This design comes from an exercise in tuning for a short achievable clock period and few clock cycles on the open sky130 flow, not from production work.
In this exercise RTL edits were held to simulation tests only and were not proved equivalent to the original.
Power figures rest on the tool's default switching activity, not on a simulated workload.

==> flow/design.v <==
module cpu(
    input clk,
    input reset,
    output [7:0] address,
    input [7:0] from_memory,
    output write,
    output [7:0] to_memory
);
    localparam K = 4;
    reg [7:0]   A;           
    reg [255:0] oh;          
    reg         s_b1, s_b2, s_wr;    
    reg [7:0]   R [0:15];
    reg         Z;
    reg         i_ld, i_alu, i_id, i_inc;
    reg [2:0]   i_aop;
    reg [15:0]  i_xoh;
    reg         rd_v, rd_z, rd_imm_sel;
    reg [5:0]   rd_op;       
    reg [15:0]  rd_xoh, rd_yoh;
    reg [7:0]   rd_imm;
    reg         ex_v, ex_z;
    reg [5:0]   ex_op;
    reg [15:0]  ex_xoh;
    reg [7:0]   ea, eb;      
    wire       cin = ex_op[1];
    wire [7:0] g0 = ea & eb, p0 = ea ^ eb;
    reg  [7:0] G1, P1, G2, P2, G3, P3;
    integer t;
    always @* begin
        for (t = 0; t < 8; t = t + 1) begin
            if (t % 2 == 1) begin G1[t] = g0[t] | (p0[t] & g0[t-1]); P1[t] = p0[t] & p0[t-1]; end
            else            begin G1[t] = g0[t]; P1[t] = p0[t]; end
        end
        for (t = 0; t < 8; t = t + 1) begin
            if (t % 4 >= 2) begin G2[t] = G1[t] | (P1[t] & G1[(t/4)*4+1]); P2[t] = P1[t] & P1[(t/4)*4+1]; end
            else            begin G2[t] = G1[t]; P2[t] = P1[t]; end
        end
        for (t = 0; t < 8; t = t + 1) begin
            if (t >= 4) begin G3[t] = G2[t] | (P2[t] & G2[3]); P3[t] = P2[t] & P2[3]; end
            else        begin G3[t] = G2[t]; P3[t] = P2[t]; end
        end
    end
    wire [7:0] carry = {G3[6:0] | (P3[6:0] & {7{cin}}), cin};
    wire [7:0] sum = p0 ^ carry;
    wire [7:0] res = ({8{ex_op[0] | ex_op[1]}} & sum) |
                     ({8{ex_op[2]}} & g0) |
                     ({8{ex_op[3]}} & (ea | eb)) |
                     ({8{ex_op[4]}} & p0) |
                     ({8{ex_op[5]}} & eb);
    wire [7:0] zt = {ea[6:0] | eb[6:0], cin};
    wire z_new = ((ex_op[0] | ex_op[1]) & (&(p0 ~^ zt))) |
                 (ex_op[2] & ~|g0) |
                 (ex_op[3] & ~|(ea | eb)) |
                 (ex_op[4] & ~|p0);
    wire z_eff = (ex_v && ex_z) ? z_new : Z;
    reg [7:0] ra, rb;
    integer q;
    always @* begin
        ra = 8'd0; rb = 8'd0;
        for (q = 0; q < 16; q = q + 1) begin
            ra = ra | ({8{rd_xoh[q]}} & R[q]);
            rb = rb | ({8{rd_yoh[q]}} & R[q]);
        end
    end
    wire       fwd_a = ex_v & |(ex_xoh & rd_xoh);
    wire       fwd_b = ex_v & |(ex_xoh & rd_yoh);
    wire [7:0] a_val = fwd_a ? res : ra;
    wire [7:0] b_val = rd_imm_sel ? rd_imm : (fwd_b ? res : rb);
    assign address   = A;
    assign write     = s_wr;
    assign to_memory = ra;       
    wire       in_ram = (A >= 8'h80) && (A < 8'hE0);
    wire [7:0] byte_now = (s_wr && in_ram) ? ra : from_memory;
    function isnop(input [7:0] o);
        isnop = !((o == 8'h80) || (o[7:4] == 4'h9) || (o[7:4] == 4'hA) ||
                  (o[7:4] == 4'h2 && (o[2:0] == 3'd0 || o[2:0] == 3'd3 || o[2:0] == 3'd4)));
    endfunction
    wire nop_now = isnop(byte_now);
    wire [7:0]   cd [0:255];
    wire [255:0] cv, cn;        
    genvar g;
    generate
        for (g = 0; g < 256; g = g + 1) begin : shadow
            if (g >= 224 && g < 240) begin : zero
                assign cd[g] = 8'h00;
                assign cv[g] = 1'b1;
                assign cn[g] = 1'b1;
            end else begin : ent
                reg [7:0] d;
                reg v, n;
                always @(posedge clk) if (oh[g]) d <= byte_now;
                always @(posedge clk or negedge reset)
                    if (!reset) begin
                        v <= 1'b0; n <= 1'b0;
                    end else if (oh[g]) begin
                        v <= 1'b1; n <= nop_now;
                    end
                assign cd[g] = d;
                assign cv[g] = v;
                assign cn[g] = n;
            end
        end
    endgenerate
    reg [7:0] b1c, b2c;
    reg       b1v, b2v;
    reg [K:1] sk;
    integer e, mm;
    always @* begin
        b1c = 8'd0; b2c = 8'd0; b1v = 1'b0; b2v = 1'b0; sk = {K{1'b0}};
        for (e = 0; e < 256; e = e + 1) begin
            b1c = b1c | ({8{oh[e]}} & cd[(e + 1) & 255]);
            b2c = b2c | ({8{oh[e]}} & cd[(e + 2) & 255]);
            b1v = b1v | (oh[e] & cv[(e + 1) & 255]);
            b2v = b2v | (oh[e] & cv[(e + 2) & 255]);
            for (mm = 1; mm <= K; mm = mm + 1)
                sk[mm] = sk[mm] | (oh[e] & cn[(e + 3 * mm) & 255]);
        end
    end
    function [7:0] zadj(input [7:0] a);
        if (a[7:4] == 4'hE)
            case (a[3:0])
                4'd0, 4'd3, 4'd6, 4'd9, 4'd12, 4'd15: zadj = 8'hF2;
                4'd1, 4'd4, 4'd7, 4'd10, 4'd13:       zadj = 8'hF0;
                default:                              zadj = 8'hF1;
            endcase
        else
            zadj = a;
    endfunction
    function [255:0] rot(input [255:0] v, input integer n);
        rot = (v << n) | (v >> (256 - n));
    endfunction
    reg [K:0] nsel;
    integer u;
    reg run;
    always @* begin
        run = 1'b1;
        for (u = 0; u <= K; u = u + 1) begin
            if (u == K) nsel[u] = run;
            else begin
                nsel[u] = run & ~sk[u+1];
                run = run & sk[u+1];
            end
        end
    end
    reg [7:0]   nxt_a;
    reg [255:0] nxt_oh;
    always @* begin
        nxt_a = 8'd0; nxt_oh = 256'd0;
        for (u = 0; u <= K; u = u + 1) begin
            nxt_a  = nxt_a  | ({8{nsel[u]}} & (A + 8'd3 * u + 8'd3));
            nxt_oh = nxt_oh | ({256{nsel[u]}} & rot(oh, 3 * u + 3));
        end
    end
    wire [7:0]   tgt_a  = zadj({R[0][6:0], 1'b0});
    wire [255:0] tgt_oh = 256'd1 << tgt_a;
    wire s_op   = ~(s_b1 | s_b2);            
    wire [7:0] op = byte_now;
    wire k_ld   = (op == 8'h80);
    wire k_alu  = (op[7:4] == 4'h9);
    wire k_la   = k_ld | k_alu;
    wire k_id   = (op[7:4] == 4'hA);
    wire k_bx   = (op[7:4] == 4'h2);
    wire k_bra  = k_bx & (op[2:0] == 3'd0);
    wire k_bne  = k_bx & (op[2:0] == 3'd3);
    wire k_beq  = k_bx & (op[2:0] == 3'd4);
    wire k_nop  = ~(k_la | k_id | k_bra | k_bne | k_beq);
    wire stall_r0  = (rd_v & rd_xoh[0]) | (ex_v & ex_xoh[0]);
    wire stall_any = stall_r0 | (rd_v & rd_z);
    wire la_nxt = b1v & b2v;
    wire la_a2  = b1v & ~b2v;
    wire la_a1  = ~b1v;
    wire id_a3  = b1v & ~rd_v;
    wire bne_tgt = ~stall_any & ~z_eff;
    wire beq_tgt = ~stall_any &  z_eff;
    wire sel_stay = s_op & ((k_bra & stall_r0) | ((k_bne | k_beq) & stall_any));
    wire sel_tgt  = s_op & ((k_bra & ~stall_r0) | (k_bne & bne_tgt) | (k_beq & beq_tgt));
    wire sel_nxt  = s_op & (k_nop | (k_la & la_nxt) | (k_bne & ~stall_any & z_eff) |
                            (k_beq & ~stall_any & ~z_eff));
    wire b1_b2    = s_b1 & ~i_id & ~b1v;             
    wire sel_a1   = (s_op & ((k_la & la_a1) | (k_id & ~id_a3))) | s_b2 | b1_b2;
    wire sel_a2   = (s_op & k_la & la_a2) | (s_b1 & ~b1_b2);
    wire sel_a3   = s_op & k_id & id_a3;
    wire [7:0] a_next =
        ({8{sel_stay}} & A) |
        ({8{sel_tgt}}  & tgt_a) |
        ({8{sel_nxt}}  & nxt_a) |
        ({8{sel_a1}}   & (A + 8'd1)) |
        ({8{sel_a2}}   & (A + 8'd2)) |
        ({8{sel_a3}}   & (A + 8'd3));
    wire [255:0] oh_next =
        ({256{sel_stay}} & oh) |
        ({256{sel_tgt}}  & tgt_oh) |
        ({256{sel_nxt}}  & nxt_oh) |
        ({256{sel_a1}}   & rot(oh, 1)) |
        ({256{sel_a2}}   & rot(oh, 2)) |
        ({256{sel_a3}}   & rot(oh, 3));
    function [5:0] aluop(input [2:0] f);
        case (f)
            3'd1: aluop = 6'b000010;
            3'd2: aluop = 6'b000100;
            3'd3: aluop = 6'b001000;
            3'd4: aluop = 6'b010000;
            default: aluop = 6'b000001;
        endcase
    endfunction
    function [15:0] dec4(input [3:0] r);
        dec4 = 16'd1 << r;
    endfunction
    wire is_la_c = s_op & k_la & la_nxt;         
    wire is_id_c = sel_a3;                       
    wire is_id_b = s_b1 & i_id;                  
    wire is_la_b = s_b1 & ~i_id & b1v;           
    wire is_la_2 = s_b2;                         
    wire issue   = is_la_c | is_id_c | is_id_b | is_la_b | is_la_2;
    integer k;
    always @(posedge clk or negedge reset) begin
        if (!reset) begin
            A <= 8'd0; oh <= 256'd1;
            s_b1 <= 1'b0; s_b2 <= 1'b0; s_wr <= 1'b0; Z <= 1'b0;
            i_ld <= 1'b0; i_alu <= 1'b0; i_id <= 1'b0; i_inc <= 1'b0;
            i_aop <= 3'd0; i_xoh <= 16'd0;
            rd_v <= 1'b0; rd_z <= 1'b0; rd_imm_sel <= 1'b0; rd_op <= 6'd0;
            rd_xoh <= 16'd0; rd_yoh <= 16'd0; rd_imm <= 8'd0;
            ex_v <= 1'b0; ex_z <= 1'b0; ex_op <= 6'd0; ex_xoh <= 16'd0;
            ea <= 8'd0; eb <= 8'd0;
            for (k = 0; k < 16; k = k + 1) R[k] <= 8'd0;
        end else begin
            if (ex_v) begin
                for (k = 0; k < 16; k = k + 1)
                    if (ex_xoh[k]) R[k] <= res;
                if (ex_z) Z <= z_new;
            end
            ex_v <= rd_v; ex_z <= rd_z; ex_op <= rd_op; ex_xoh <= rd_xoh;
            ea <= a_val;
            eb <= rd_op[1] ? ~b_val : b_val;
            A  <= a_next;
            oh <= oh_next;
            s_b1 <= s_op & ((k_la & la_a1) | (k_id & ~id_a3));
            s_b2 <= (s_op & k_la & la_a2) | b1_b2;
            s_wr <= is_id_c | is_id_b;
            if (s_op) begin
                i_ld <= k_ld; i_alu <= k_alu; i_id <= k_id;
                i_inc <= (op == 8'hA0); i_aop <= op[2:0];
                i_xoh <= dec4(b1c[3:0]);
            end
            if (b1_b2) i_xoh <= dec4(from_memory[3:0]);
            rd_v <= issue;
            if (is_la_c) begin
                rd_z <= k_alu; rd_xoh <= dec4(b1c[3:0]);
                rd_yoh <= dec4(b2c[3:0]); rd_imm <= b2c; rd_imm_sel <= k_ld;
                rd_op <= k_ld ? 6'b100000 : aluop(op[2:0]);
            end else if (is_id_c) begin
                rd_z <= 1'b1; rd_xoh <= dec4(b1c[3:0]);
                rd_imm_sel <= 1'b1; rd_imm <= (op == 8'hA0) ? 8'h01 : 8'hFF;
                rd_op <= 6'b000001;
            end else if (is_id_b) begin
                rd_z <= 1'b1; rd_xoh <= dec4(from_memory[3:0]);
                rd_imm_sel <= 1'b1; rd_imm <= i_inc ? 8'h01 : 8'hFF;
                rd_op <= 6'b000001;
            end else if (is_la_b) begin
                rd_z <= i_alu; rd_xoh <= dec4(from_memory[3:0]);
                rd_yoh <= dec4(b1c[3:0]); rd_imm <= b1c; rd_imm_sel <= i_ld;
                rd_op <= i_ld ? 6'b100000 : aluop(i_aop);
            end else if (is_la_2) begin
                rd_z <= i_alu; rd_xoh <= i_xoh;
                rd_yoh <= dec4(from_memory[3:0]); rd_imm <= from_memory; rd_imm_sel <= i_ld;
                rd_op <= i_ld ? 6'b100000 : aluop(i_aop);
            end
        end
    end
endmodule
==> flow/run.sh <==
#!/bin/bash
# synth_recipe.tcl (not shown) runs the flow's synth.tcl, then flattens the netlist and writes it again
# the make line also repeats each setting of config.mk as NAME=value (left out here)
make -C /OpenROAD-flow-scripts/flow DESIGN_CONFIG=/design/flow/config.mk WORK_HOME=/design/flow/orfs CLKGATE_MAP_FILE= SYNTH_SCRIPT=/design/flow/synth_recipe.tcl finish
==> flow/config.mk <==
export PLATFORM = sky130hd
export DESIGN_NAME = cpu
export DESIGN_NICKNAME = cpu
export VERILOG_FILES = /design/flow/design.v
export SDC_FILE = /design/flow/constraint.sdc
export NUM_CORES = 4
export LEC_CHECK = 0
export ABC_CLOCK_PERIOD_IN_PS = 2500
export CAP_MARGIN = 20
export CORE_MARGIN = 2
export CORE_UTILIZATION = 28
export SETUP_SLACK_MARGIN = 4.0
export SLEW_MARGIN = 20
export TNS_END_PERCENT = 5
==> flow/constraint.sdc <==
create_clock -name core_clock -period 7.0 [get_ports {clk}]
set_input_delay 1.4000 -clock core_clock [delete_from_list [all_inputs] [get_ports {clk}]]
set_output_delay 1.4000 -clock core_clock [all_outputs]
set_load 0.01 [all_outputs]
==> flow_summary_export.csv, run 1 <==
group,metric,value,unit
status,outcome,"aborted with a tool error",
logic_synthesis,ys_async_sr_fraction,34.0,%
status,stop_error,"[ERROR GRT-0232] Routing congestion too high. Check the congestion heatmap in the GUI.",
floorplanning,die_w,713,um
global_routing,grt_start_max_net_pins,241,
cts,clock_buffers_created_by_tritoncts,345,
floorplanning,die_height,713,um
logic_synthesis,synthesis.yosys.warnings,2,
floorplanning,placementRows,260,
cts,numClockSinks,2908,
logic_synthesis,synth_nets,12100,
logic_synthesis,yosysTopAreaCell,"sky130_fd_sc_hd__edfxtp_1",
cts,cts_root_buf,"sky130_fd_sc_hd__clkbuf_16",
logic_synthesis,syn_avg_cell_area,11.6,sq um
logic_synthesis,portion_of_synthesized_cell_area_occupied_by_the_leading_cell_type,41.0,%
floorplanning,initial_core_util,28.1,%
place,dp_hpwl,858000,um
global_routing,grt_util_all_layers,54.9,%
logic_synthesis,synth_top_flop_cell,"sky130_fd_sc_hd__edfxtp_1",
logic_synthesis,synth_sequential_area_ratio,58.6,%
logic_synthesis,synth_edf_count,1920,
logic_synthesis,yosys-top-cells-area,"sky130_fd_sc_hd__edfxtp_1 41%, sky130_fd_sc_hd__dfrtp_1 18%, sky130_fd_sc_hd__a22oi_1 6.4%",
logic_synthesis,postSynthCellCount,12100,
status,haltStage,"global routing (5_1_grt)",
place,port-buffer-count,26,
logic_synthesis,netlist_area,141000,sq um
cts,cts_htree_levels,5,
logic_synthesis,yosysUniqueCellTypes,94,
cts,post_cts_hold_buffer_count,0,
global_routing,globalRoute.totalOverflow,2,
place,pre_cts_slack,1200,ps
place,routabilityCongestion,1.11,
cts,cts_buffer_depth,4,
logic_synthesis,synth-seq-cells,2908,
floorplanning,design.portCount,27,
place,placedInstanceArea,152000,sq um
-- cells by family after synthesis --
group	count (synthesis)	share of synthesized area (%)
compound gates	4756	26.3
xor+xnor	28	0.174
fa+ha+maj	28	0.254
buf+inv	1548	4.30
flops	2908	58.6
mux	105	0.763
simple gates	2728	9.62
-- Yosys cell counts (all sizes together), types with 240 or more instances --
master	instances
nor2	681
o21ai	247
a21oi	467
a22o	979
dfrtp	987
edfxtp	1920
clkbuf	1256
nand3	240
or2	251
a22oi	1193
nand4	457
nand2	639
a221oi	940
-- how the worst max path moves through the flow --
stage / startpoint / to / slack (ps) / cells after the start
3_5_place_dp: from_memory[5] / oh[178] / 1200 / 11
3_3_place_gp: from_memory[5] / oh[206] / 1190 / 11
2_1_floorplan: from_memory[0] / oh[224] / 1170 / 11
4_1_cts: oh[170] / rd_imm[7] / 2640 / 9
-- what timing repair did --
action,4_1_cts
setup buffers,713
pin swaps,169
resized for setup,566
endpoints found under the setup margin,2331
gates cloned,77
-- power by group through the flow --
stage	registers, uW	clock network, uW	logic (uW)
after floorplan	26100	0	20400
after global placement	36100	0	47500
after detailed placement	36000	0	47100
after CTS	32800	19000	57700
-- through the flow --
stage	total power [uW]	std cells
after CTS	109000	19600
after floorplan	46600	12100
after detailed placement	83100	18200
after global placement	83600	18200
-- routing by layer --
metal,track usage [%],GRT overflow
met5,23.5,0
met4,52.7,0
met3,45.8,0
met2,64.8,2
met1,56.1,0
Testbench counts, summed over its fixed seeds: cycles 25,044.
==> run 2, diff against run 1 <==
--- a/flow/design.v
+++ b/flow/design.v
@@ -69,5 +69,6 @@
     wire [7:0] b_val = rd_imm_sel ? rd_imm : (fwd_b ? res : rb);
     assign address   = A;
-    assign write     = s_wr;
+    wire wr_haz = s_wr & ex_v & |(ex_xoh & rd_xoh);
+    assign write     = s_wr & ~wr_haz;
     assign to_memory = ra;       
     wire       in_ram = (A >= 8'h80) && (A < 8'hE0);
@@ -94,5 +95,5 @@
                     if (!reset) begin
                         v <= 1'b0; n <= 1'b0;
-                    end else if (oh[g]) begin
+                    end else if (oh[g] & ~wr_haz) begin
                         v <= 1'b1; n <= nop_now;
                     end
@@ -155,5 +156,5 @@
     wire [7:0]   tgt_a  = zadj({R[0][6:0], 1'b0});
     wire [255:0] tgt_oh = 256'd1 << tgt_a;
-    wire s_op   = ~(s_b1 | s_b2);            
+    wire s_op   = ~(s_b1 | s_b2 | wr_haz);   
     wire [7:0] op = byte_now;
     wire k_ld   = (op == 8'h80);
@@ -171,8 +172,8 @@
     wire la_a2  = b1v & ~b2v;
     wire la_a1  = ~b1v;
-    wire id_a3  = b1v & ~rd_v;
+    wire id_a3  = b1v;
     wire bne_tgt = ~stall_any & ~z_eff;
     wire beq_tgt = ~stall_any &  z_eff;
-    wire sel_stay = s_op & ((k_bra & stall_r0) | ((k_bne | k_beq) & stall_any));
+    wire sel_stay = wr_haz | s_op & ((k_bra & stall_r0) | ((k_bne | k_beq) & stall_any));
     wire sel_tgt  = s_op & ((k_bra & ~stall_r0) | (k_bne & bne_tgt) | (k_beq & beq_tgt));
     wire sel_nxt  = s_op & (k_nop | (k_la & la_nxt) | (k_bne & ~stall_any & z_eff) |
@@ -214,4 +215,13 @@
     wire is_la_2 = s_b2;                         
     wire issue   = is_la_c | is_id_c | is_id_b | is_la_b | is_la_2;
+    wire [7:0]  incdec_op = (op == 8'hA0) ? 8'h01 : 8'hFF;
+    wire [7:0]  incdec_i  = i_inc ? 8'h01 : 8'hFF;
+    wire [15:0] rd_xoh_n = s_b2 ? i_xoh : s_b1 ? dec4(from_memory[3:0]) : dec4(b1c[3:0]);
+    wire [15:0] rd_yoh_n = s_b2 ? dec4(from_memory[3:0]) : s_b1 ? dec4(b1c[3:0]) : dec4(b2c[3:0]);
+    wire [7:0]  rd_imm_n = s_b2 ? from_memory : s_b1 ? (i_id ? incdec_i : b1c) : (k_id ? incdec_op : b2c);
+    wire        rd_imm_sel_n = s_op ? (k_ld | k_id) : (i_ld | i_id);
+    wire        rd_z_n = s_op ? (k_alu | k_id) : (i_alu | i_id);
+    wire [5:0]  rd_op_n = s_op ? (k_ld ? 6'b100000 : k_id ? 6'b000001 : aluop(op[2:0]))
+                               : (i_ld ? 6'b100000 : i_id ? 6'b000001 : aluop(i_aop));
     integer k;
     always @(posedge clk or negedge reset) begin
@@ -232,5 +242,5 @@
                 if (ex_z) Z <= z_new;
             end
-            ex_v <= rd_v; ex_z <= rd_z; ex_op <= rd_op; ex_xoh <= rd_xoh;
+            ex_v <= rd_v & ~wr_haz; ex_z <= rd_z; ex_op <= rd_op; ex_xoh <= rd_xoh;
             ea <= a_val;
             eb <= rd_op[1] ? ~b_val : b_val;
@@ -239,5 +249,5 @@
             s_b1 <= s_op & ((k_la & la_a1) | (k_id & ~id_a3));
             s_b2 <= (s_op & k_la & la_a2) | b1_b2;
-            s_wr <= is_id_c | is_id_b;
+            s_wr <= is_id_c | is_id_b | wr_haz;
             if (s_op) begin
                 i_ld <= k_ld; i_alu <= k_alu; i_id <= k_id;
@@ -246,25 +256,8 @@
             end
             if (b1_b2) i_xoh <= dec4(from_memory[3:0]);
-            rd_v <= issue;
-            if (is_la_c) begin
-                rd_z <= k_alu; rd_xoh <= dec4(b1c[3:0]);
-                rd_yoh <= dec4(b2c[3:0]); rd_imm <= b2c; rd_imm_sel <= k_ld;
-                rd_op <= k_ld ? 6'b100000 : aluop(op[2:0]);
-            end else if (is_id_c) begin
-                rd_z <= 1'b1; rd_xoh <= dec4(b1c[3:0]);
-                rd_imm_sel <= 1'b1; rd_imm <= (op == 8'hA0) ? 8'h01 : 8'hFF;
-                rd_op <= 6'b000001;
-            end else if (is_id_b) begin
-                rd_z <= 1'b1; rd_xoh <= dec4(from_memory[3:0]);
-                rd_imm_sel <= 1'b1; rd_imm <= i_inc ? 8'h01 : 8'hFF;
-                rd_op <= 6'b000001;
-            end else if (is_la_b) begin
-                rd_z <= i_alu; rd_xoh <= dec4(from_memory[3:0]);
-                rd_yoh <= dec4(b1c[3:0]); rd_imm <= b1c; rd_imm_sel <= i_ld;
-                rd_op <= i_ld ? 6'b100000 : aluop(i_aop);
-            end else if (is_la_2) begin
-                rd_z <= i_alu; rd_xoh <= i_xoh;
-                rd_yoh <= dec4(from_memory[3:0]); rd_imm <= from_memory; rd_imm_sel <= i_ld;
-                rd_op <= i_ld ? 6'b100000 : aluop(i_aop);
+            if (!wr_haz) rd_v <= issue;
+            if (issue & ~wr_haz) begin
+                rd_z <= rd_z_n; rd_xoh <= rd_xoh_n; rd_yoh <= rd_yoh_n;
+                rd_imm <= rd_imm_n; rd_imm_sel <= rd_imm_sel_n; rd_op <= rd_op_n;
             end
         end
--- a/flow/config.mk
+++ b/flow/config.mk
@@ -9,5 +9,7 @@
 export CAP_MARGIN = 20
 export CORE_MARGIN = 2
-export CORE_UTILIZATION = 28
+export CORE_UTILIZATION = 30
+export GPL_ROUTABILITY_DRIVEN = 1
+export PLACE_DENSITY = 0.4
 export SETUP_SLACK_MARGIN = 4.0
 export SLEW_MARGIN = 20
==> run 2 against run 1 <==
Compared with the run above: the run again fails in global routing (5_1_grt); synthesized cell count shrank 3.3%; area after synthesis shrank 1.1%.
==> flow_summary_export.csv, run 2 <==
group,metric,value,unit
logic_synthesis,post_synthesis_mux_area_share,0.336,%
cts,clock_buffers_created_by_tritoncts,356,
floorplanning,placementRows,250,
floorplanning,die_height,685,um
logic_synthesis,synth_nets,11700,
logic_synthesis,synth_top_flop_cell,"sky130_fd_sc_hd__edfxtp_1",
status,stop_error,"[ERROR GRT-0232] Routing congestion too high. Check the congestion heatmap in the GUI.",
logic_synthesis,yosys-top-cells-area,"sky130_fd_sc_hd__edfxtp_1 41%, sky130_fd_sc_hd__dfrtp_1 18%, sky130_fd_sc_hd__a221oi_1 6.8%",
cts,cts_htree_levels,5,
place,port-buffer-count,26,
cts,cts_buffer_depth,4,
logic_synthesis,syn_avg_cell_area,11.9,sq um
logic_synthesis,yosysTopAreaCell,"sky130_fd_sc_hd__edfxtp_1",
floorplanning,die_w,685,um
logic_synthesis,portion_of_synthesized_cell_area_occupied_by_the_leading_cell_type,41.4,%
global_routing,grt_util_all_layers,64.0,%
logic_synthesis,synth_sequential_area_ratio,59.2,%
logic_synthesis,synth-seq-cells,2908,
place,dp_hpwl,991000,um
global_routing,grt_start_max_net_pins,241,
status,outcome,"aborted with a tool error",
logic_synthesis,yosys-top-cells-count,"1,920 x sky130_fd_sc_hd__edfxtp_1, 1,207 x sky130_fd_sc_hd__a22oi_1, 1,080 x sky130_fd_sc_hd__a221oi_1",
logic_synthesis,netlist_area,139000,sq um
global_routing,globalRoute.totalOverflow,1,
logic_synthesis,synth_compound_gate_area_share,26.7,%
logic_synthesis,postSynthCellCount,11700,
logic_synthesis,synthesis.yosys.warnings,2,
logic_synthesis,synthSimpleGateAreaFrac,9.38,%
logic_synthesis,largest_family_of_logic_cells_by_synthesized_area,"compound AO/OA/AOI/OAI gates",
cts,cts_root_buf,"sky130_fd_sc_hd__clkbuf_16",
floorplanning,initial_core_util,30.1,%
logic_synthesis,synthMostInstantiatedCell,"sky130_fd_sc_hd__edfxtp_1",
floorplanning,design.portCount,27,
logic_synthesis,ys_async_sr_fraction,34.0,%
place,routabilityCongestion,1.10,
status,haltStage,"global routing (5_1_grt)",
cts,numClockSinks,2908,
logic_synthesis,synth_edf_count,1920,
logic_synthesis,yosysUniqueCellTypes,87,
logic_synthesis,synthXorXnorAreaFrac,0.189,%
logic_synthesis,synth_fa_ha_area_share,0.272,%
==> run 2: changes by cell type after synthesis, moves of 86 or more <==
cell	before	now
sky130_fd_sc_hd__nand2b_1	18	255
sky130_fd_sc_hd__a211oi_1	137	8
sky130_fd_sc_hd__or2_2	248	5
sky130_fd_sc_hd__nand2_1	638	884
sky130_fd_sc_hd__o211ai_1	183	97
sky130_fd_sc_hd__o21ai_0	222	346
sky130_fd_sc_hd__nor2_1	680	475
sky130_fd_sc_hd__and3_1	150	9
sky130_fd_sc_hd__clkbuf_1	1256	990
sky130_fd_sc_hd__a221oi_1	935	1080
sky130_fd_sc_hd__o21a_1	229	131
sky130_fd_sc_hd__nand3_1	240	350
sky130_fd_sc_hd__a21oi_1	465	204
==> run 2: repair_timing <==
action,in CTS
cloned,43
pin swaps,46
gates resized for setup,345
setup buffers,522
setup endpoints to repair,2266
hold buffers,0
==> run 2: routing by layer <==
metal	GRT overflow	track usage (%)
met1	0	67.3
met2	0	76.8
met4	0	59.3
met3	1	50.0
met5	0	25.0
==> run 2: worst max-delay path by stage <==
| stage | startpoint | end | slack [ps] | cells after the start |
|---|---|---|---|---|
| after floorplan | from_memory[1] | rd_imm[0] | 1110 | 11 |
| after global placement | oh[223] | oh[253] | 1350 | 11 |
| after detailed placement | oh[224] | oh[253] | 1290 | 11 |
| after CTS | oh[104] | rd_yoh[3] | 2420 | 12 |
==> run 2: logic make-up after synthesis <==
family / after synthesis
flip-flops: 2908
multiplexers: 42
XOR/XNOR: 30
AND/OR/NAND/NOR: 2687
AO/OA/AOI/OAI: 4669
buffers and inverters: 1332
adder cells (fa/ha/maj): 29
==> run 2: metrics by stage <==
stage	cell area, sq um	std cells	total power, uW	utilization (%)	setup WS (ps)
after floorplan	139000	11700	41600	-	1110
after detailed placement	153000	17700	75800	33.0	1290
after CTS	172000	18900	99700	37.2	2420
after global placement	153000	17700	76400	33.0	1350
==> run 2: power groups by stage <==
stage | logic (uW) | clock network, uW | registers (uW)
2_1_floorplan | 15800 | 0 | 25800
4_1_cts | 46900 | 19700 | 33200
3_5_place_dp | 39700 | 0 | 36000
3_3_place_gp | 40200 | 0 | 36300
Testbench counts of run 2, summed over its fixed seeds: cycles 23,098.
==> run 3, diff against run 2 <==
--- a/flow/design.v
+++ b/flow/design.v
@@ -54,5 +54,4 @@
                  (ex_op[3] & ~|(ea | eb)) |
                  (ex_op[4] & ~|p0);
-    wire z_eff = (ex_v && ex_z) ? z_new : Z;
     reg [7:0] ra, rb;
     integer q;
@@ -68,4 +67,13 @@
     wire [7:0] a_val = fwd_a ? res : ra;
     wire [7:0] b_val = rd_imm_sel ? rd_imm : (fwd_b ? res : rb);
+    wire       rd_fwd = fwd_a | (fwd_b & ~rd_imm_sel);
+    wire [7:0] nb  = rd_imm_sel ? rd_imm : rb;
+    wire [7:0] np  = ra ^ nb;
+    wire [7:0] nt  = {ra[6:0] | nb[6:0], 1'b0};
+    wire z_rd = (rd_op[0] & (&(np ~^ nt))) |
+                ((rd_op[1] | rd_op[4]) & ~|np) |
+                (rd_op[2] & ~|(ra & nb)) |
+                (rd_op[3] & ~|(ra | nb));
+    wire z_eff = (rd_v && rd_z) ? z_rd : (ex_v && ex_z) ? z_new : Z;
     assign address   = A;
     wire wr_haz = s_wr & ex_v & |(ex_xoh & rd_xoh);
@@ -168,5 +176,5 @@
     wire k_nop  = ~(k_la | k_id | k_bra | k_bne | k_beq);
     wire stall_r0  = (rd_v & rd_xoh[0]) | (ex_v & ex_xoh[0]);
-    wire stall_any = stall_r0 | (rd_v & rd_z);
+    wire stall_any = stall_r0 | (rd_v & rd_z & rd_fwd);
     wire la_nxt = b1v & b2v;
     wire la_a2  = b1v & ~b2v;
--- a/flow/config.mk
+++ b/flow/config.mk
@@ -8,9 +8,11 @@
 export ABC_CLOCK_PERIOD_IN_PS = 2500
 export CAP_MARGIN = 20
+export CELL_PAD_IN_SITES_DETAIL_PLACEMENT = 1
+export CELL_PAD_IN_SITES_GLOBAL_PLACEMENT = 2
 export CORE_MARGIN = 2
-export CORE_UTILIZATION = 30
+export CORE_UTILIZATION = 35
 export GPL_ROUTABILITY_DRIVEN = 1
-export PLACE_DENSITY = 0.4
-export SETUP_SLACK_MARGIN = 4.0
+export PLACE_DENSITY = 0.5
+export SETUP_SLACK_MARGIN = 3.5
 export SLEW_MARGIN = 20
 export TNS_END_PERCENT = 5
==> run 3 against run 2 <==
Compared with the run above: the run again fails in global routing (5_1_grt); area after synthesis grew 1.4%; synthesized cell count grew 3.1%.
==> flow_summary_export.csv, run 3 <==
group,metric,value,unit
logic_synthesis,synth_nets,12100,
status,stop_error,"[ERROR GRT-0229] Vertical edge usage exceeds the maximum allowed. (84, 55) usage=65535 limit=2200",
place,placedInstanceArea,153000,sq um
logic_synthesis,netlist_area,141000,sq um
place,total_instance_count_after_detailed_placement,17000,
logic_synthesis,ys_async_sr_fraction,34.0,%
logic_synthesis,syn_avg_cell_area,11.7,sq um
logic_synthesis,yosysUniqueCellTypes,86,
cts,clock_buffers_created_by_tritoncts,351,
floorplanning,die_height,639,um
floorplanning,initial_core_util,35.1,%
floorplanning,design.portCount,27,
logic_synthesis,synthesis.yosys.warnings,2,
cts,cts_root_buf,"sky130_fd_sc_hd__clkbuf_16",
place,routabilityCongestion,1.12,
global_routing,grt_start_max_net_pins,220,
logic_synthesis,synth_edf_count,1920,
cts,post_cts_hold_buffer_count,0,
cts,numClockSinks,2908,
floorplanning,die_w,639,um
place,dp_hpwl,911000,um
logic_synthesis,synthMostInstantiatedCell,"sky130_fd_sc_hd__edfxtp_1",
status,haltStage,"global routing (5_1_grt)",
logic_synthesis,yosys-top-cells-area,"sky130_fd_sc_hd__edfxtp_1 41%, sky130_fd_sc_hd__dfrtp_1 18%, sky130_fd_sc_hd__a221oi_1 6.9%",
logic_synthesis,synth-seq-cells,2908,
logic_synthesis,yosys-top-cells-count,"1,920 x sky130_fd_sc_hd__edfxtp_1, 1,238 x sky130_fd_sc_hd__nand2_1, 1,104 x sky130_fd_sc_hd__a221oi_1",
logic_synthesis,synth_top_flop_cell,"sky130_fd_sc_hd__edfxtp_1",
logic_synthesis,postSynthCellCount,12100,
status,outcome,"aborted with a tool error",
logic_synthesis,synth_sequential_area_ratio,58.4,%
logic_synthesis,portion_of_synthesized_cell_area_occupied_by_the_leading_cell_type,40.9,%
cts,cts_htree_levels,5,
place,port-buffer-count,26,
cts,cts_buffer_depth,4,
floorplanning,placementRows,233,
logic_synthesis,yosysTopAreaCell,"sky130_fd_sc_hd__edfxtp_1",
[run 3: cell types whose count changed after synthesis, sizes merged, moves of 78 or more]
cell	previous run	this run
o21a	131	3
nand3	350	191
nand2	885	1239
a211o	9	123
a21oi	204	419
nor2	475	256
o21ai	355	654
mux2	38	206
a22oi	1207	848
a21o	89	11
[run 3: power by group through the flow]
stage | Clock (uW) | Combinational [uW] | Sequential (uW)
CTS | 19600 | 71800 | 33700
global placement | 0 | 57000 | 36500
detailed placement | 0 | 52000 | 35500
floorplan | 0 | 25800 | 26300
[run 3: cells by family after synthesis]
| logic type | synth area share, % |
|---|---|
| compound gates | 26.0 |
| flops | 58.4 |
| fa+ha+maj | 0.410 |
| simple gates | 9.04 |
| xor+xnor | 0.217 |
| buf+inv | 3.87 |
| mux | 2.07 |
[run 3: what timing repair did]
action,in CTS
resized for setup,485
cloned,65
endpoints found under the setup margin,1749
setup buffers,645
pin swaps,101
[run 3: metrics by stage]
step	hold slack (ps)	worst slack (ps)
after floorplan	349	1280
after global placement	365	752
after detailed placement	377	1390
after CTS	382	2420
[run 3: how the worst min path moves through the flow]
stage,startpoint,end,slack (ps)
floorplan,rd_op[5],ex_op[5],350
global placement,rd_op[5],ex_op[5],370
detailed placement,rd_op[5],ex_op[5],380
CTS,rd_op[5],ex_op[5],380
Testbench counts of run 3, summed over its fixed seeds: cycles 22,341.
==> run 4, diff against run 3 <==
--- a/flow/design.v
+++ b/flow/design.v
@@ -24,4 +24,7 @@
     reg [15:0]  ex_xoh;
     reg [7:0]   ea, eb;      
+    function [15:0] dec4(input [3:0] r);
+        dec4 = 16'd1 << r;
+    endfunction
     wire       cin = ex_op[1];
     wire [7:0] g0 = ea & eb, p0 = ea ^ eb;
@@ -68,4 +71,11 @@
     wire [7:0] b_val = rd_imm_sel ? rd_imm : (fwd_b ? res : rb);
     wire       rd_fwd = fwd_a | (fwd_b & ~rd_imm_sel);
+    wire [15:0] t_oh = dec4(s_b1 ? from_memory[3:0] : b1c[3:0]);
+    reg  [7:0]  rt;
+    always @* begin
+        rt = 8'd0;
+        for (q = 0; q < 16; q = q + 1) rt = rt | ({8{t_oh[q]}} & R[q]);
+    end
+    wire        fwd_t = ex_v & |(ex_xoh & t_oh);
     wire [7:0] nb  = rd_imm_sel ? rd_imm : rb;
     wire [7:0] np  = ra ^ nb;
@@ -77,9 +87,9 @@
     wire z_eff = (rd_v && rd_z) ? z_rd : (ex_v && ex_z) ? z_new : Z;
     assign address   = A;
-    wire wr_haz = s_wr & ex_v & |(ex_xoh & rd_xoh);
-    assign write     = s_wr & ~wr_haz;
-    assign to_memory = ra;       
+    reg  [7:0] tom;              
+    assign write     = s_wr;
+    assign to_memory = tom;
     wire       in_ram = (A >= 8'h80) && (A < 8'hE0);
-    wire [7:0] byte_now = (s_wr && in_ram) ? ra : from_memory;
+    wire [7:0] byte_now = (s_wr && in_ram) ? tom : from_memory;
     function isnop(input [7:0] o);
         isnop = !((o == 8'h80) || (o[7:4] == 4'h9) || (o[7:4] == 4'hA) ||
@@ -103,5 +113,5 @@
                     if (!reset) begin
                         v <= 1'b0; n <= 1'b0;
-                    end else if (oh[g] & ~wr_haz) begin
+                    end else if (oh[g]) begin
                         v <= 1'b1; n <= nop_now;
                     end
@@ -164,5 +174,5 @@
     wire [7:0]   tgt_a  = zadj({R[0][6:0], 1'b0});
     wire [255:0] tgt_oh = 256'd1 << tgt_a;
-    wire s_op   = ~(s_b1 | s_b2 | wr_haz);   
+    wire s_op   = ~(s_b1 | s_b2);            
     wire [7:0] op = byte_now;
     wire k_ld   = (op == 8'h80);
@@ -180,15 +190,15 @@
     wire la_a2  = b1v & ~b2v;
     wire la_a1  = ~b1v;
-    wire id_a3  = b1v;
     wire bne_tgt = ~stall_any & ~z_eff;
     wire beq_tgt = ~stall_any &  z_eff;
-    wire sel_stay = wr_haz | s_op & ((k_bra & stall_r0) | ((k_bne | k_beq) & stall_any));
+    wire sel_stay = s_op & ((k_bra & stall_r0) | ((k_bne | k_beq) & stall_any));
     wire sel_tgt  = s_op & ((k_bra & ~stall_r0) | (k_bne & bne_tgt) | (k_beq & beq_tgt));
     wire sel_nxt  = s_op & (k_nop | (k_la & la_nxt) | (k_bne & ~stall_any & z_eff) |
                             (k_beq & ~stall_any & ~z_eff));
     wire b1_b2    = s_b1 & ~i_id & ~b1v;             
+    wire id_a3    = b1v & ~rd_v;
     wire sel_a1   = (s_op & ((k_la & la_a1) | (k_id & ~id_a3))) | s_b2 | b1_b2;
+    wire sel_a3   = s_op & k_id & id_a3;
     wire sel_a2   = (s_op & k_la & la_a2) | (s_b1 & ~b1_b2);
-    wire sel_a3   = s_op & k_id & id_a3;
     wire [7:0] a_next =
         ({8{sel_stay}} & A) |
@@ -214,12 +224,9 @@
         endcase
     endfunction
-    function [15:0] dec4(input [3:0] r);
-        dec4 = 16'd1 << r;
-    endfunction
     wire is_la_c = s_op & k_la & la_nxt;         
-    wire is_id_c = sel_a3;                       
     wire is_id_b = s_b1 & i_id;                  
     wire is_la_b = s_b1 & ~i_id & b1v;           
     wire is_la_2 = s_b2;                         
+    wire is_id_c = sel_a3;                       
     wire issue   = is_la_c | is_id_c | is_id_b | is_la_b | is_la_2;
     wire [7:0]  incdec_op = (op == 8'hA0) ? 8'h01 : 8'hFF;
@@ -242,5 +249,5 @@
             rd_xoh <= 16'd0; rd_yoh <= 16'd0; rd_imm <= 8'd0;
             ex_v <= 1'b0; ex_z <= 1'b0; ex_op <= 6'd0; ex_xoh <= 16'd0;
-            ea <= 8'd0; eb <= 8'd0;
+            ea <= 8'd0; eb <= 8'd0; tom <= 8'd0;
             for (k = 0; k < 16; k = k + 1) R[k] <= 8'd0;
         end else begin
@@ -250,5 +257,5 @@
                 if (ex_z) Z <= z_new;
             end
-            ex_v <= rd_v & ~wr_haz; ex_z <= rd_z; ex_op <= rd_op; ex_xoh <= rd_xoh;
+            ex_v <= rd_v; ex_z <= rd_z; ex_op <= rd_op; ex_xoh <= rd_xoh;
             ea <= a_val;
             eb <= rd_op[1] ? ~b_val : b_val;
@@ -257,5 +264,6 @@
             s_b1 <= s_op & ((k_la & la_a1) | (k_id & ~id_a3));
             s_b2 <= (s_op & k_la & la_a2) | b1_b2;
-            s_wr <= is_id_c | is_id_b | wr_haz;
+            s_wr <= is_id_b | is_id_c;
+            if (is_id_b | is_id_c) tom <= fwd_t ? res : rt;
             if (s_op) begin
                 i_ld <= k_ld; i_alu <= k_alu; i_id <= k_id;
@@ -264,6 +272,6 @@
             end
             if (b1_b2) i_xoh <= dec4(from_memory[3:0]);
-            if (!wr_haz) rd_v <= issue;
-            if (issue & ~wr_haz) begin
+            rd_v <= issue;
+            if (issue) begin
                 rd_z <= rd_z_n; rd_xoh <= rd_xoh_n; rd_yoh <= rd_yoh_n;
                 rd_imm <= rd_imm_n; rd_imm_sel <= rd_imm_sel_n; rd_op <= rd_op_n;
--- a/flow/config.mk
+++ b/flow/config.mk
@@ -8,10 +8,10 @@
 export ABC_CLOCK_PERIOD_IN_PS = 2500
 export CAP_MARGIN = 20
-export CELL_PAD_IN_SITES_DETAIL_PLACEMENT = 1
-export CELL_PAD_IN_SITES_GLOBAL_PLACEMENT = 2
+export CELL_PAD_IN_SITES_DETAIL_PLACEMENT = 2
+export CELL_PAD_IN_SITES_GLOBAL_PLACEMENT = 4
 export CORE_MARGIN = 2
-export CORE_UTILIZATION = 35
+export CORE_UTILIZATION = 25
 export GPL_ROUTABILITY_DRIVEN = 1
-export PLACE_DENSITY = 0.5
+export PLACE_DENSITY = 0.35
 export SETUP_SLACK_MARGIN = 3.5
 export SLEW_MARGIN = 20
==> run 4 against run 3 <==
Compared with the run above: the layout now fails its checks (antenna rules, slew limit); synthesized cell count decreased by 5.0%; area after synthesis decreased by 0.15%.
==> flow_summary_export.csv, run 4 <==
group,metric,value,unit
status,outcome,"failed layout checks",
status,layout.failed_checks,"antenna rules, slew limit",
logic_synthesis,yosysTopAreaCell,"sky130_fd_sc_hd__edfxtp_1",
critical_path,crit_required,7920,ps
floorplanning,die_w,755,um
critical_path,r2r.worst_path.cells,14,
timing,number_of_max_slew_violations_in_the_final_report,76,
detailed_routing,drc,0,
logic_synthesis,yosys-top-cells-area,"sky130_fd_sc_hd__edfxtp_1 41%, sky130_fd_sc_hd__dfrtp_1 18%, sky130_fd_sc_hd__a221oi_1 7.0%",
logic_synthesis,synthesis.yosys.warnings,2,
critical_path,cp_data_arrival_time,6800,ps
cts,clock_buffers_created_by_tritoncts,376,
final_layout,layout_top_registers,"shadow.ent.d x1920, oh x256",
final_layout,most-common-layout-cells,"1,920 x sky130_fd_sc_hd__edfxtp_1, 1,505 x sky130_fd_sc_hd__buf_4, 1,115 x sky130_fd_sc_hd__a22o_1, 1,071 x sky130_fd_sc_hd__a22oi_1, 1,043 x sky130_fd_sc_hd__a221oi_1",
timing,grt_setup_unrepaired,"yes",
global_routing,globalRoute.totalOverflow,0,
detailed_routing,dr.pass1.iters,9,
final_layout,areaGrowthSynthToFinish,28.1,%
logic_synthesis,netlist_area,141000,sq um
timing,final.setup.tns,0,ps
power,power.ir.vdd_worst,0.335,mV
timing,worst_slew_pin_slew,1580,ps
timing,final.setup_skew,98.2,ps
critical_path,critPathLaunchType,"register",
global_routing,grt_start_max_net_pins,240,
global_routing,vias_in_the_first_global_route,145000,
cts,clk-insertion-delay-late,1140,ps
logic_synthesis,synth_sequential_area_ratio,58.6,%
place,routabilityCongestion,1.08,
critical_path,worst_setup_path_end_kind,"register",
logic_synthesis,yosysUniqueCellTypes,74,
final_layout,layout-drive-gt1-share,27.4,%
critical_path,startpoint,"oh[219]",
logic_synthesis,synthXorXnorAreaFrac,0.180,%
critical_path,timing_worst_setup_path_type,"register to register",
logic_synthesis,postSynthCellCount,11500,
timing,finalCriticalPeriod,5870,ps
final_layout,layout_commonest_cell,"sky130_fd_sc_hd__edfxtp_1",
logic_synthesis,ys_async_sr_fraction,34.2,%
power,cellLeakagePower,0.0643,uW
worst_hold_path,hold_path_class,"input pin to asynchronous set/reset pin",
critical_path,r2r_end,"tom[4]",
detailed_routing,vias_per_cell,8.35,
detailed_routing,vias,174000,
floorplanning,die_height,755,um
floorplanning,core_region_area,561000,sq um
logic_synthesis,portion_of_synthesized_cell_area_occupied_by_the_leading_cell_type,40.9,%
logic_synthesis,syn_avg_cell_area,12.3,sq um
critical_path,largest_fanout_of_any_net_on_the_critical_path,20,
cts,worst_setup_hold_path_clk_slew,60,ps
place,port-buffer-count,26,
logic_synthesis,synth_edf_count,1920,
logic_synthesis,largest_family_of_logic_cells_by_synthesized_area,"compound AO/OA/AOI/OAI gates",
final_layout,top_register,"shadow.ent.d",
logic_synthesis,synthMostInstantiatedCell,"sky130_fd_sc_hd__edfxtp_1",
final_layout,largest_register_ff_count,1920,
critical_path,reg2reg_from,"oh[219]",
final_layout,final_cell_count_no_fill,20800,
logic_synthesis,synth_nets,11500,
global_routing,grt_pass1_wl,1970000,um
detailed_routing,wl_per_cell,79.1,um
floorplanning,die-area,570000,sq um
cts,cts_root_buf,"sky130_fd_sc_hd__clkbuf_16",
place,total_instance_count_after_detailed_placement,19000,
timing,final_setup_viols,0,
global_routing,grt_antenna_before_repair,419,
logic_synthesis,post_synthesis_mux_area_share,3.84,%
power,power.density,378,nW/um^2
detailed_routing,drt_wl_total,1640000,um
floorplanning,design.portCount,27,
timing,slew-limit-headroom,-5.44,%
logic_synthesis,synth_top_flop_cell,"sky130_fd_sc_hd__edfxtp_1",
logic_synthesis,synthSimpleGateAreaFrac,7.31,%
job,drv_cap,0,
cts,cts_buffer_depth,4,
logic_synthesis,synth_fa_ha_area_share,0.396,%
timing,period_share,83.9,%
floorplanning,placementRows,275,
floorplanning,initial_core_util,25.1,%
detailed_routing,dr.first_iter.drc_count,39800,
logic_synthesis,yosys-top-cells-count,"1,920 x sky130_fd_sc_hd__edfxtp_1, 1,124 x sky130_fd_sc_hd__a221oi_1, 1,117 x sky130_fd_sc_hd__a22o_1",
final_layout,fillerInstances,58200,
logic_synthesis,synth_compound_gate_area_share,26.0,%
cts,numClockSinks,2916,
timing,timing_hold_violations_final,0,
logic_synthesis,synth-seq-cells,2916,
place,dp_hpwl,1100000,um
critical_path,critical_path.endpoint,"tom[4]",
final_layout,layout_net_count,12500,
cts,cts_htree_levels,5,
timing,max_freq,0.170,GHz
cts,cts_tree,"done",
detailed_routing,ant_nets,1,
global_routing,grt_util_all_layers,54.9,%
final_layout,final_util,32.2,%
critical_path,rrSetupSlack,1130,ps
## run 4: cell types whose count changed after synthesis, moves of 112 or more
cell                       before   now
sky130_fd_sc_hd__a211o_1      123    11
sky130_fd_sc_hd__a222oi_1     271    20
sky130_fd_sc_hd__a22oi_1      848  1089
sky130_fd_sc_hd__a31oi_1       17   274
sky130_fd_sc_hd__and3_1        19   253
sky130_fd_sc_hd__mux2i_1       60   259
sky130_fd_sc_hd__nand2_1     1238   214
sky130_fd_sc_hd__nand2b_1     245    20
sky130_fd_sc_hd__o21ai_0      633   209
sky130_fd_sc_hd__o221ai_1       4   133
sky130_fd_sc_hd__o22ai_1       31   248
sky130_fd_sc_hd__or2_2          4   243
## run 4: repair_timing
| action | CTS | global route |
|---|---|---|
| setup endpoints to repair | 1530 | 1254 |
| hold buffers | 0 | 0 |
| gates resized for setup | 337 | 220 |
| cloned | 13 | 32 |
| endpoints found under the hold margin | 0 | 0 |
| pin swaps | 76 | 61 |
| setup buffers | 289 | 171 |
## run 4: layout make-up
cell class                 count  area, sq um  area share, %
antenna                      564         1410          0.782
clock buffer                 504        10300           5.73
clock inverter               192         1870           1.04
inverter                      67          274          0.152
multi-input combinational   7194        55600           30.8
sequential                  2916        83500           46.3
tap                         7479         9360           5.18
timing repair buffer        1873        18100           10.0
## run 4: report_power, final
part | total, uW | switching (uW) | leakage, uW | internal (uW)
clock | 20700 | 9270 | 0.00598 | 11400
combinational | 21800 | 15100 | 0.0285 | 6700
sequential | 25700 | 5360 | 0.0298 | 20300
## run 4: worst max-delay path, stage by stage (launching register included)
cell and delay, ps:
sky130_fd_sc_hd__dfrtp_4 750, sky130_fd_sc_hd__a22o_1 440, sky130_fd_sc_hd__a221oi_1 220, sky130_fd_sc_hd__nand4_1 210
sky130_fd_sc_hd__or4_1 740, sky130_fd_sc_hd__nor4_4 1060, sky130_fd_sc_hd__buf_6 240, sky130_fd_sc_hd__a21oi_4 110
sky130_fd_sc_hd__and2_4 210, sky130_fd_sc_hd__and3_2 330, sky130_fd_sc_hd__buf_4 200, sky130_fd_sc_hd__a222oi_1 220
sky130_fd_sc_hd__nand3_1 230, sky130_fd_sc_hd__nor4_4 340, sky130_fd_sc_hd__a211oi_2 80
## run 4: cell families after synthesis
kind of cell | count (synthesis)
flip-flops | 2916
multiplexers | 509
buffers and inverters | 1346
adder cells (fa/ha/maj) | 44
XOR/XNOR | 29
AND/OR/NAND/NOR | 1832
AO/OA/AOI/OAI | 4780
## run 4: metrics by stage
step | hold WS, ps | instance area (sq um) | worst slack, ps | power (uW)
finish | 199 | 181000 | 1130 | 68200
global route | 210 | 179000 | 1530 | 68000
CTS | 187 | 176000 | 1660 | 65500
detailed placement | 365 | 158000 | 545 | 43600
global placement | 365 | 158000 | 338 | 43600
floorplan | 350 | 141000 | 1460 | 31000
## run 4: worst min-delay path by stage
stage             start                to  slack, ps  depth (start not counted)
6_report          reset  shadow[48].ent.v        200                          1
5_1_grt           reset  shadow[48].ent.v        210                          1
4_1_cts           reset  shadow[48].ent.v        190                          1
3_5_place_dp   rd_op[5]          ex_op[5]        360                          0
3_3_place_gp   rd_op[5]          ex_op[5]        360                          0
2_1_floorplan  rd_op[5]          ex_op[5]        350                          0
## run 4: per-layer routing
layer / track usage (%) / vias to the layer above / wire (um)
met1: 64.8 / 91400 / 596000
met3: 30.3 / 7637 / 253000
met2: 70.7 / 23700 / 616000
met5: 1.56 / - / 2120
li1: - / 50800 / -
met4: 47.1 / 84 / 176000
Testbench counts of run 4, summed over its fixed seeds: cycles 24,262.

## what the ideal ports hide
The flow's constraints put no driver on any port. The routed layout listed below was extracted and timed again, unchanged, in two steps. Step 1 sets driving cells, clkbuf_16 on the clock port and buf_2 on the other inputs (assumed; they add their load-dependent delay and slew). Step 2 times the ports against the registers' clock, not the clock port: input delays grow and output delays shrink by t, the midpoint of the rising clock arrivals with the driver on. Three values: ideal, step 1, step 2; two values: the first two.
run: run 4
t (ns): 1.238
setup slack, ns: 1.127 / 1.127 / 1.127
worst setup path after step 2: register to register
worst data-port slew with drivers (ns): 0.14
pins driven straight from the clock port: 1
The setup slack of run 4 moves by 0.000 ns with the drivers and by 0.000 ns with both steps.
